This is an optimization exercise on Yosys and OpenROAD, whose aim is small area and a short achievable clock period, not a production implementation.
RTL that was checked went through simulation tests only; none was proved equivalent to the original.
The flow treats the clock pin as an ideal source. Dropping or thinning the clock tree relies on that and would not hold on a real chip.
No activity file was given, so power comes from the tool's default toggle rates.

Setup of before:
// adders_top
module adders_top (
    input  wire        clk,
    input  wire        rst_n,
    input  wire        a_bit_in,            
    input  wire        b_bit_in,            
    input  wire        cin_in,              
    input  wire        start_in,            
    output reg  [63:0] sum_out,
    output reg         cout_out,
    output wire        ready_out            
);
    localparam [6:0] SEED = 7'd121;    
    reg       a_q, b_q;
    reg [6:0] cnt;
    reg       busy;
    reg       ready_q;
    wire at_seed = cnt[6] & cnt[5] & cnt[4] & cnt[3];
    wire at_s1   = cnt[6] & cnt[5] & cnt[4] & !cnt[0];
    wire last    = cnt[6] & cnt[2] & cnt[1] & cnt[0];
    wire a_m = a_q & !at_s1;
    wire b_m = b_q | at_s1;
    always @(posedge clk) begin
        a_q      <= a_bit_in;
        b_q      <= b_bit_in;
        sum_out  <= {a_m ^ b_m ^ cout_out, sum_out[63:1]};
        cout_out <= at_seed ? cin_in : ((a_m & b_m) | (cout_out & (a_m | b_m)));
    end
    always @(posedge clk) begin
        if (busy)
            cnt <= {cnt[5:0], cnt[3] ^ cnt[6]};
        else
            cnt <= SEED;
    end
    always @(posedge clk or negedge rst_n) begin
        if (!rst_n) begin
            busy    <= 1'b0;
            ready_q <= 1'b0;
        end else begin
            busy    <= busy ? !last : start_in;
            ready_q <= busy & last;
        end
    end
    assign ready_out = ready_q;
endmodule
Size in the first run: about 0.0017 mm^2 of cells after synthesis.
==> module adders_top, before the edit <==
module adders_top (
    input  wire        clk,
    input  wire        rst_n,
    input  wire        a_bit_in,            
    input  wire        b_bit_in,            
    input  wire        cin_in,              
    input  wire        start_in,            
    output reg  [63:0] sum_out,
    output reg         cout_out,
    output wire        ready_out            
);
    localparam [6:0] SEED = 7'd121;    
    reg       a_q, b_q;
    reg [6:0] cnt;
    reg       busy;
    reg       ready_q;
    wire at_seed = cnt[6] & cnt[5] & cnt[4] & cnt[3];
    wire at_s1   = cnt[6] & cnt[5] & cnt[4] & !cnt[0];
    wire last    = cnt[6] & cnt[2] & cnt[1] & cnt[0];
    wire a_m = a_q & !at_s1;
    wire b_m = b_q | at_s1;
    always @(posedge clk) begin
        a_q      <= a_bit_in;
        b_q      <= b_bit_in;
        sum_out  <= {a_m ^ b_m ^ cout_out, sum_out[63:1]};
        cout_out <= at_seed ? cin_in : ((a_m & b_m) | (cout_out & (a_m | b_m)));
    end
    always @(posedge clk) begin
        if (busy)
            cnt <= {cnt[5:0], cnt[3] ^ cnt[6]};
        else
            cnt <= SEED;
    end
    always @(posedge clk or negedge rst_n) begin
        if (!rst_n) begin
            busy    <= 1'b0;
            ready_q <= 1'b0;
        end else begin
            busy    <= busy ? !last : start_in;
            ready_q <= busy & last;
        end
    end
    assign ready_out = ready_q;
endmodule
export LEC_CHECK = 0
export CAP_MARGIN = 20
export CORE_AREA = 2 2 59 59
export DIE_AREA = 0 0 61 61
export SLEW_MARGIN = 20
create_clock -name core_clock -period 4.0 [get_ports {clk}]
standard.sh (not shown) runs the stock make flow with config.mk's settings and CLKGATE_MAP_FILE= SYNTH_SCRIPT=/design/flow/synth_recipe.tcl, a recipe that flattens the netlist after the stock synthesis.
==> flow/flow/run.sh <==
#!/bin/bash
set -euo pipefail
HERE=$(pwd)
bash standard.sh BUFFER_PORTS_ARGS="-buffer_cell sky130_fd_sc_hd__buf_1" \
  POST_CTS_TCL="$HERE/flow/clock.tcl" finish > standard.log 2>&1
Other scripts of this flow, unchanged in this note and not shown: flow/flow/clock.tcl
> inputs changed (before -> after)
diff --git a/flow/design.v b/flow/design.v
--- a/flow/design.v
+++ b/flow/design.v
@@ -262,29 +262,29 @@
     input  wire        start_in,            
     output reg  [63:0] sum_out,
     output reg         cout_out,
     output wire        ready_out            
 );
-    localparam [6:0] SEED = 7'd121;    
+    localparam [6:0] SEED = 7'b0010101;    
     reg       a_q, b_q;
     reg [6:0] cnt;
     reg       busy;
     reg       ready_q;
-    wire at_seed = cnt[6] & cnt[5] & cnt[4] & cnt[3];
-    wire at_s1   = cnt[6] & cnt[5] & cnt[4] & !cnt[0];
-    wire last    = cnt[6] & cnt[2] & cnt[1] & cnt[0];
+    wire at_seed = !cnt[6] & cnt[2] & !cnt[1] & cnt[0];    
+    wire at_s1   = cnt[3] & !cnt[2] & cnt[1] & cnt[0];     
+    wire last    = cnt[6] & !cnt[5] & cnt[1] & !cnt[0];    
     wire a_m = a_q & !at_s1;
     wire b_m = b_q | at_s1;
     always @(posedge clk) begin
         a_q      <= a_bit_in;
         b_q      <= b_bit_in;
         sum_out  <= {a_m ^ b_m ^ cout_out, sum_out[63:1]};
         cout_out <= at_seed ? cin_in : ((a_m & b_m) | (cout_out & (a_m | b_m)));
     end
     always @(posedge clk) begin
         if (busy)
-            cnt <= {cnt[5:0], cnt[3] ^ cnt[6]};
+            cnt <= {cnt[5:0], cnt[6] ^ cnt[0]};
         else
             cnt <= SEED;
     end
     always @(posedge clk or negedge rst_n) begin
         if (!rst_n) begin
==> notes.md <==
Density: after denser than before. Taking before as the reference point, the final clock period utilization by the worst path of after falls by 0.15 points. after reports a higher proportion of layout cells with a drive suffix above 1 than before does. The delay of the slowest critical-path stage of before and that of after are within noise of each other. Global-route met3 utilization: after > before. after vs before: switching power summed over all nets down in after. Top layer used by detailed routing: met4 -> after, met3 -> before.
For before, only the layout was checked, not whether the RTL still works. No run of this note takes its clock network from TritonCTS; it comes from the design's own scripts or RTL.

* * *

adders_top, a different RTL version from the one above (not shown whole).
Size in the first run: about 95 cells after synthesis, roughly 77 flip-flops, ~72 I/O pins, about 0.0017 mm² of cells after synthesis.
==> module adders_top, before the edit <==
module adders_top (
    input  wire        clk,
    input  wire        rst_n,
    input  wire        a_bit_in,            
    input  wire        b_bit_in,            
    input  wire        cin_in,              
    input  wire        start_in,            
    output reg  [63:0] sum_out,
    output reg         cout_out,
    output wire        ready_out            
);
    localparam [6:0] SEED = 7'b0010101;    
    reg       s_q;
    reg       ci;
    reg       c;
    reg [6:0] cnt;
    reg       busy;
    reg       ready_q;
    wire first = cnt[3] & !cnt[2] & cnt[1] & cnt[0];    
    wire last  = cnt[6] & !cnt[5] & cnt[1] & !cnt[0];   
    wire c_in = first ? ci : c;
    always @(posedge clk) begin
        ci       <= cin_in;
        s_q      <= a_bit_in ^ b_bit_in ^ c_in;
        c        <= (a_bit_in & b_bit_in) | (c_in & (a_bit_in | b_bit_in));
        cout_out <= c;
        sum_out  <= {s_q, sum_out[63:1]};
    end
    always @(posedge clk) begin
        if (busy)
            cnt <= {cnt[5:0], cnt[6] ^ cnt[0]};
        else
            cnt <= SEED;
    end
    always @(posedge clk or negedge rst_n) begin
        if (!rst_n) begin
            busy    <= 1'b0;
            ready_q <= 1'b0;
        end else begin
            busy    <= busy ? !last : start_in;
            ready_q <= busy & last;
        end
    end
    assign ready_out = ready_q;
endmodule
clock: 4.0 ns
lec_check: 0
cap_margin: 20
core_margin: 2
core_utilization: 40
slew_margin: 20
Scripts as last shown in full above: flow/flow/run.sh
Other scripts of this flow, unchanged in this note and not shown: flow/flow/clock.tcl
The first run ran to the end with no violations.
Rerun with:
--- a/flow/design.v
+++ b/flow/design.v
@@ -265,22 +265,22 @@
     output wire        ready_out            
 );
     localparam [6:0] SEED = 7'b0010101;    
     reg       s_q;
     reg       ci;
-    reg       c;
     reg [6:0] cnt;
     reg       busy;
     reg       ready_q;
     wire first = cnt[3] & !cnt[2] & cnt[1] & cnt[0];    
     wire last  = cnt[6] & !cnt[5] & cnt[1] & !cnt[0];   
-    wire c_in = first ? ci : c;
+    wire c_in = first ? ci : cout_out;
+    wire a_m  = a_bit_in & !last;
+    wire b_m  = b_bit_in | last;
     always @(posedge clk) begin
         ci       <= cin_in;
-        s_q      <= a_bit_in ^ b_bit_in ^ c_in;
-        c        <= (a_bit_in & b_bit_in) | (c_in & (a_bit_in | b_bit_in));
-        cout_out <= c;
+        s_q      <= a_m ^ b_m ^ c_in;
+        cout_out <= (a_m & b_m) | (c_in & (a_m | b_m));
         sum_out  <= {s_q, sum_out[63:1]};
     end
     always @(posedge clk) begin
         if (busy)
             cnt <= {cnt[5:0], cnt[6] ^ cnt[0]};
After rerunning: The changed run completed with no timing, DRC or antenna violations; cell count decreases slightly; global-route usage rose by 0.35 points; first-iteration DRC count went up by well over a third; final area came out lower slightly; clock power shrinks slightly; flip-flop and latch count fell by 1; via count goes up slightly; routed wire length decreases slightly; register-to-register slack got worse by 0.10 ns.
No functional check of the RTL was part of any run of this note. In every run of this note, the design's own scripts or RTL, not TritonCTS, make the clock network.

* * *

## green
The RTL this note starts from:
==> flow/design.v <==
module rca_adder_64 (
    input  wire [63:0] a,      
    input  wire [63:0] b,      
    input  wire        cin,    
    output wire [63:0] sum,    
    output wire        cout    
);
    assign {cout, sum} = a + b + cin;
endmodule
module carry_sel_adder_64 (
	input  wire [63:0] a,
	input  wire [63:0] b,
	input  wire        cin,
	output wire [63:0] sum,
	output wire        cout
);
	parameter BLOCK_WIDTH = 16;   
	wire [3:0] carry;   
	wire [BLOCK_WIDTH:0] sum0_block0;  
	wire [BLOCK_WIDTH:0] sum1_block0;  
	assign {sum0_block0[BLOCK_WIDTH], sum0_block0[BLOCK_WIDTH - 1:0]} = a[15:0] + b[15:0] + 1'b0;
	assign {sum1_block0[BLOCK_WIDTH], sum1_block0[BLOCK_WIDTH - 1:0]} = a[15:0] + b[15:0] + 1'b1;
	assign {carry[0], sum[15:0]} = cin ? sum1_block0 : sum0_block0;
	genvar i;
	generate
		for (i = 1; i < 4; i = i + 1) begin : cs_block
			wire [BLOCK_WIDTH:0] sum0;  
			wire [BLOCK_WIDTH:0] sum1;  
			localparam integer L = i * BLOCK_WIDTH;
			localparam integer H = i * BLOCK_WIDTH + BLOCK_WIDTH - 1;
			assign {sum0[BLOCK_WIDTH], sum0[BLOCK_WIDTH - 1:0]} = a[H:L] + b[H:L] + 1'b0;
			assign {sum1[BLOCK_WIDTH], sum1[BLOCK_WIDTH - 1:0]} = a[H:L] + b[H:L] + 1'b1;
			assign {carry[i], sum[H:L]} = carry[i - 1] ? sum1 : sum0;
		end
	endgenerate
	assign cout = carry[3];
endmodule
module ling_adder_64 (
  input  wire [63:0] a,
  input  wire [63:0] b,
  input  wire        cin,
  output wire [63:0] sum,
  output wire        cout
);
  wire [63:0] p = a ^ b;
  wire [63:0] g = a & b;
  wire [63:0] t = a | b;
  localparam BLK = 4;
  localparam NB  = 64/BLK;  
  wire [NB-1:0] Pblk, Gblk;
  genvar bi;
  generate
    for (bi=0; bi<NB; bi=bi+1) begin : GEN_BLK_PG
      localparam integer L = bi*BLK;
      localparam integer H = L+BLK-1;
      wire [3:0] pp = p[H:L];
      wire [3:0] gg = g[H:L];
      assign Pblk[bi] = &pp;  
      assign Gblk[bi] = gg[3]
                      | (pp[3] & gg[2])
                      | (pp[3] & pp[2] & gg[1])
                      | (pp[3] & pp[2] & pp[1] & gg[0]);
    end
  endgenerate
  wire [NB-1:0] Pg0 = Pblk;
  wire [NB-1:0] Gg0 = Gblk;
  function integer POW2; input integer k; begin POW2 = (1<<k); end endfunction
  wire [NB-1:0] Pg1, Gg1, Pg2, Gg2, Pg3, Gg3, Pg4, Gg4;
  genvar i1;
  generate
    for (i1=0; i1<NB; i1=i1+1) begin : LVL1
      if (i1>=1) begin
        assign Gg1[i1] = Gg0[i1] | (Pg0[i1] & Gg0[i1-1]);
        assign Pg1[i1] = Pg0[i1] & Pg0[i1-1];
      end else begin
        assign Gg1[i1] = Gg0[i1];
        assign Pg1[i1] = Pg0[i1];
      end
    end
  endgenerate
  genvar i2;
  generate
    for (i2=0; i2<NB; i2=i2+1) begin : LVL2
      if (i2>=2) begin
        assign Gg2[i2] = Gg1[i2] | (Pg1[i2] & Gg1[i2-2]);
        assign Pg2[i2] = Pg1[i2] & Pg1[i2-2];
      end else begin
        assign Gg2[i2] = Gg1[i2];
        assign Pg2[i2] = Pg1[i2];
      end
    end
  endgenerate
  genvar i3;
  generate
    for (i3=0; i3<NB; i3=i3+1) begin : LVL3
      if (i3>=4) begin
        assign Gg3[i3] = Gg2[i3] | (Pg2[i3] & Gg2[i3-4]);
        assign Pg3[i3] = Pg2[i3] & Pg2[i3-4];
      end else begin
        assign Gg3[i3] = Gg2[i3];
        assign Pg3[i3] = Pg2[i3];
      end
    end
  endgenerate
  genvar i4;
  generate
    for (i4=0; i4<NB; i4=i4+1) begin : LVL4
      if (i4>=8) begin
        assign Gg4[i4] = Gg3[i4] | (Pg3[i4] & Gg3[i4-8]);
        assign Pg4[i4] = Pg3[i4] & Pg3[i4-8];
      end else begin
        assign Gg4[i4] = Gg3[i4];
        assign Pg4[i4] = Pg3[i4];
      end
    end
  endgenerate
  wire [NB:0] Hblk;   
  assign Hblk[0] = cin;
  genvar ci;
  generate
    for (ci=1; ci<=NB; ci=ci+1) begin : GEN_HBLK
      assign Hblk[ci] = Gg4[ci-1] | (Pg4[ci-1] & cin);
    end
  endgenerate
  genvar bj;
  generate
    for (bj=0; bj<NB; bj=bj+1) begin : GEN_BLOCK_SUM
      localparam integer L = bj*BLK;
      localparam integer H = L+BLK-1;
      wire [3:0] pp = p[H:L];
      wire [3:0] gg = g[H:L];
      wire [3:0] tt = t[H:L];
      wire       h_m1 = Hblk[bj];
      wire       h0   = gg[0] | (pp[0] & h_m1);
      wire       h1   = gg[1] | (pp[1] & gg[0]) | (pp[1] & pp[0] & h_m1);
      wire       h2   = gg[2] | (pp[2] & gg[1]) | (pp[2] & pp[1] & gg[0]) | (pp[2] & pp[1] & pp[0] & h_m1);
      wire       h3   = gg[3] | (pp[3] & gg[2]) | (pp[3] & pp[2] & gg[1]) | (pp[3] & pp[2] & pp[1] & gg[0]) | (pp[3] & pp[2] & pp[1] & pp[0] & h_m1);
      assign sum[L+0] = pp[0] ^ (h_m1);
      assign sum[L+1] = pp[1] ^ (h0   & tt[0]);
      assign sum[L+2] = pp[2] ^ (h1   & tt[1]);
      assign sum[L+3] = pp[3] ^ (h2   & tt[2]);
    end
  endgenerate
  assign cout = Hblk[NB] & t[63];
endmodule
module cla_adder_64 (
  input  wire [63:0] a,
  input  wire [63:0] b,
  input  wire        cin,
  output wire [63:0] sum,
  output wire        cout
);
  localparam integer WIDTH = 64;
  localparam integer BLK   = 4;           
  localparam integer GRP   = 4;           
  localparam integer NB    = WIDTH/BLK;   
  localparam integer NG    = NB/GRP;      
  wire [WIDTH-1:0] p = a ^ b;
  wire [WIDTH-1:0] g = a & b;
  wire [NB-1:0] GP_block_G;
  wire [NB-1:0] GP_block_P;
  wire [NB:0] c_block;   
  assign c_block[0] = cin;
  wire [NG:0] c_group;   
  assign c_group[0] = cin;
  genvar bi, bj;
  generate
    for (bi = 0; bi < NB; bi = bi + 1) begin : GEN_BLK
      wire [BLK-1:0] pp, gg;
      for (bj = 0; bj < BLK; bj = bj + 1) begin : GEN_BITIDX
        assign pp[bj] = p[bi * BLK + bj];
        assign gg[bj] = g[bi * BLK + bj];
      end
      wire Pblk =  pp[3] &  pp[2] &  pp[1] &  pp[0];
      wire Gblk =  gg[3] |
                  (pp[3] & gg[2]) |
                  (pp[3] & pp[2] & gg[1]) |
                  (pp[3] & pp[2] & pp[1] & gg[0]);
      assign GP_block_P[bi] = Pblk;
      assign GP_block_G[bi] = Gblk;
    end
  endgenerate
  wire [NG-1:0] GP_group_G, GP_group_P;
  generate
    genvar gi;
    for (gi = 0; gi < NG; gi = gi + 1) begin : GEN_GRP
      localparam integer base = gi*GRP;
      wire p0 = GP_block_P[base + 0];
      wire p1 = GP_block_P[base + 1];
      wire p2 = GP_block_P[base + 2];
      wire p3 = GP_block_P[base + 3];
      wire g0 = GP_block_G[base + 0];
      wire g1 = GP_block_G[base + 1];
      wire g2 = GP_block_G[base + 2];
      wire g3 = GP_block_G[base + 3];
      wire Pgrp = p3 & p2 & p1 & p0;
      wire Ggrp = g3 |(p3 & g2) |(p3 & p2 & g1) |(p3 & p2 & p1 & g0);
      assign GP_group_P[gi] = Pgrp;
      assign GP_group_G[gi] = Ggrp;
      assign c_group[gi+1] = Ggrp | (Pgrp & c_group[gi]);
      assign c_block[base+0] = c_group[gi];
      assign c_block[base+1] = g0 | (p0 & c_block[base+0]);
      assign c_block[base+2] = g1 | (p1 & c_block[base+1]);
      assign c_block[base+3] = g2 | (p2 & c_block[base+2]);
    end
  endgenerate
  assign cout = c_group[NG];
  generate
    genvar kb;
    for (kb = 0; kb < NB; kb = kb + 1) begin : GEN_SUM_BLK
      wire c0 = c_block[kb + 0];
      wire c1 = g[kb * BLK + 0] | (p[kb * BLK + 0] & c0);
      wire c2 = g[kb * BLK + 1] | (p[kb * BLK + 1] & c1);
      wire c3 = g[kb * BLK + 2] | (p[kb * BLK + 2] & c2);
      assign sum[kb * BLK + 0] = p[kb * BLK + 0] ^ c0;
      assign sum[kb * BLK + 1] = p[kb * BLK + 1] ^ c1;
      assign sum[kb * BLK + 2] = p[kb * BLK + 2] ^ c2;
      assign sum[kb * BLK + 3] = p[kb * BLK + 3] ^ c3;
    end
  endgenerate
endmodule
module carry_skip_adder_64 (
  input  wire [63:0] a,
  input  wire [63:0] b,
  input  wire        cin,
  output wire [63:0] sum,
  output wire        cout
);
  localparam integer WIDTH = 64;
  localparam integer BLK   = 8;
  localparam integer NB = WIDTH/BLK;
  wire [WIDTH-1:0] p = a ^ b;
  wire [WIDTH-1:0] g = a & b;
  wire [NB:0] c_blk;
  assign c_blk[0] = cin;
  wire [NB-1:0] P_blk;
  wire [NB-1:0] Cout_blk;
  genvar bi, j;
  generate
    for (bi = 0; bi < NB; bi = bi + 1) begin : GEN_BLK
      localparam integer base = bi*BLK;
      wire [BLK:0] c;     
      assign c[0] = c_blk[bi];
      for (j = 0; j < BLK; j = j + 1) begin : GEN_BITS
        assign c[j+1]           = g[base+j] | (p[base+j] & c[j]);
        assign sum[base + j]    = p[base+j] ^ c[j];
      end
      wire P_all = &p[base +: BLK];
      assign P_blk[bi]  = P_all;
      assign Cout_blk[bi] = c[BLK];
      assign c_blk[bi+1] = (P_all & c_blk[bi]) | ((~P_all) & Cout_blk[bi]);
    end
  endgenerate
  assign cout = c_blk[NB];
endmodule
module adders_top (
    input  wire        clk,
    input  wire        rst_n,
    input  wire        a_bit_in,            
    input  wire        b_bit_in,            
    input  wire        cin_in,              
    input  wire        start_in,            
    output reg  [63:0] sum_out,
    output reg         cout_out,
    output wire        ready_out            
);
    reg a_q, b_q, cin_q;
    reg       start_q;
    reg [6:0] cnt;
    reg       ready_q;
    wire idle = (cnt == 7'd0);
    wire init = (cnt == 7'd62);    
    always @(posedge clk) begin
        a_q   <= a_bit_in;
        b_q   <= b_bit_in;
        cin_q <= cin_in;
    end
    always @(posedge clk) begin
        sum_out  <= {a_q ^ b_q ^ cout_out, sum_out[63:1]};
        cout_out <= init ? cin_q : ((a_q & b_q) | (cout_out & (a_q | b_q)));
    end
    always @(posedge clk or negedge rst_n) begin
        if (!rst_n) begin
            start_q <= 1'b0;
            cnt     <= 7'd0;
            ready_q <= 1'b0;
        end else begin
            start_q <= start_in;
            if (!idle)
                cnt <= cnt + 7'd1;
            else if (start_q)
                cnt <= 7'd62;
            ready_q <= (cnt == 7'd126);
        end
    end
    assign ready_out = ready_q;
endmodule
Settings: LEC_CHECK=0, CAP_MARGIN=20, CORE_MARGIN=2, CORE_UTILIZATION=40, SLEW_MARGIN=20; clock period 4.0 ns.
run.sh (not shown) runs the stock make flow with config.mk's settings and CLKGATE_MAP_FILE= SYNTH_SCRIPT=/design/flow/synth_recipe.tcl, a recipe that flattens the netlist after the stock synthesis.
Stock flow here: none of the scripts above is used.
Relative to green, the following input files were edited for purple:
==> flow/design.v, changed modules only <==
module adders_top (
    input  wire        clk,
    input  wire        rst_n,
    input  wire        a_bit_in,            
    input  wire        b_bit_in,            
    input  wire        cin_in,              
    input  wire        start_in,            
    output reg  [63:0] sum_out,
    output reg         cout_out,
    output wire        ready_out            
);
    reg       s_q;
    reg [6:0] cnt;
    reg       busy;
    reg       ready_q;
    wire load_cin = (cnt == 7'd62);
    wire last     = (cnt == 7'd127);
    always @(posedge clk) begin
        s_q     <= a_bit_in ^ b_bit_in ^ cout_out;
        sum_out <= {s_q, sum_out[63:1]};
        if (load_cin)
            cout_out <= cin_in;
        else if (!last)
            cout_out <= (a_bit_in & b_bit_in) | (cout_out & (a_bit_in | b_bit_in));
    end
    always @(posedge clk) begin
        if (busy)
            cnt <= cnt + 7'd1;
        else
            cnt <= 7'd62;
    end
    always @(posedge clk or negedge rst_n) begin
        if (!rst_n) begin
            busy    <= 1'b0;
            ready_q <= 1'b0;
        end else begin
            busy    <= busy ? !last : start_in;
            ready_q <= busy & last;
        end
    end
    assign ready_out = ready_q;
endmodule
## What came out
For worst stage delay on the critical path, green and purple come out practically identical. Between purple and green, it is purple whose total vias in the final route is lower, by 6.5%. purple: all stages complete, timing, DRC and antenna checks passed. Final worst-path setup slack was higher in purple than in green. Changes observed in purple relative to green: hold slack -0.016 ns, via density per instance fell by 0.10, flip-flop and latch count now sits lower, number of fill cells saw a decrease. On clock skew, green and purple are basically level. Looking at met1 capacity usage during global routing across green and purple, the one that comes out lower is purple. green → purple: global-route total usage across every layer now smaller; area overhead of the layout relative to synthesis now larger.
For purple, only the layout was checked, not whether the RTL still works.

[static timing again, ports no longer ideal]
Ports are ideal in the flow. The routed layouts listed here were re-timed in OpenROAD. Step 1 assumes that a clkbuf_16 drives the clock port and a buf_2 every other input. Step 2 moves the port delays by t, midway between the first and last clock arrival at a register: inputs arrive t later, outputs are due t later. That takes back most of the time a late clock gives input paths. Slacks: ideal ports / drivers / drivers and shift; pairs: ideal ports / drivers.
| run | t (ns) | slack for setup (ns) | worst hold slack (ns) | clock arrival spread, ns | worst register clock-pin slew, ns |
|---|---|---|---|---|---|
| before | 0.182 | 2.564 / 2.494 / 2.676 | 0.347 / 0.347 / 0.347 | 0.006 / 0.006 | 0.07 / 0.07 |
| after | 0.182 | 2.570 / 2.498 / 2.680 | 0.351 / 0.351 / 0.351 | 0.003 / 0.004 | 0.07 / 0.07 |
| the first run of note 2 | 0.206 | 2.520 / 2.451 / 2.401 | 0.337 / 0.337 / 0.337 | 0.005 / 0.005 | 0.07 / 0.07 |
| the second run of note 2 | 0.204 | 2.480 / 2.457 / 2.325 | 0.333 / 0.333 / 0.333 | 0.005 / 0.006 | 0.07 / 0.07 |
| green | 0.356 | 1.958 / 1.931 / 2.287 | 0.344 / 0.344 / 0.344 | 0.006 / 0.006 | 0.07 / 0.07 |
| purple | 0.346 | 1.963 / 1.939 / 1.810 | 0.328 / 0.328 / 0.328 | 0.004 / 0.004 | 0.07 / 0.07 |
After both steps every run listed still meets setup and hold. The setup slack of the second run of note 2, which loses most, moves by -0.023 ns with the drivers and by -0.155 ns with both steps.
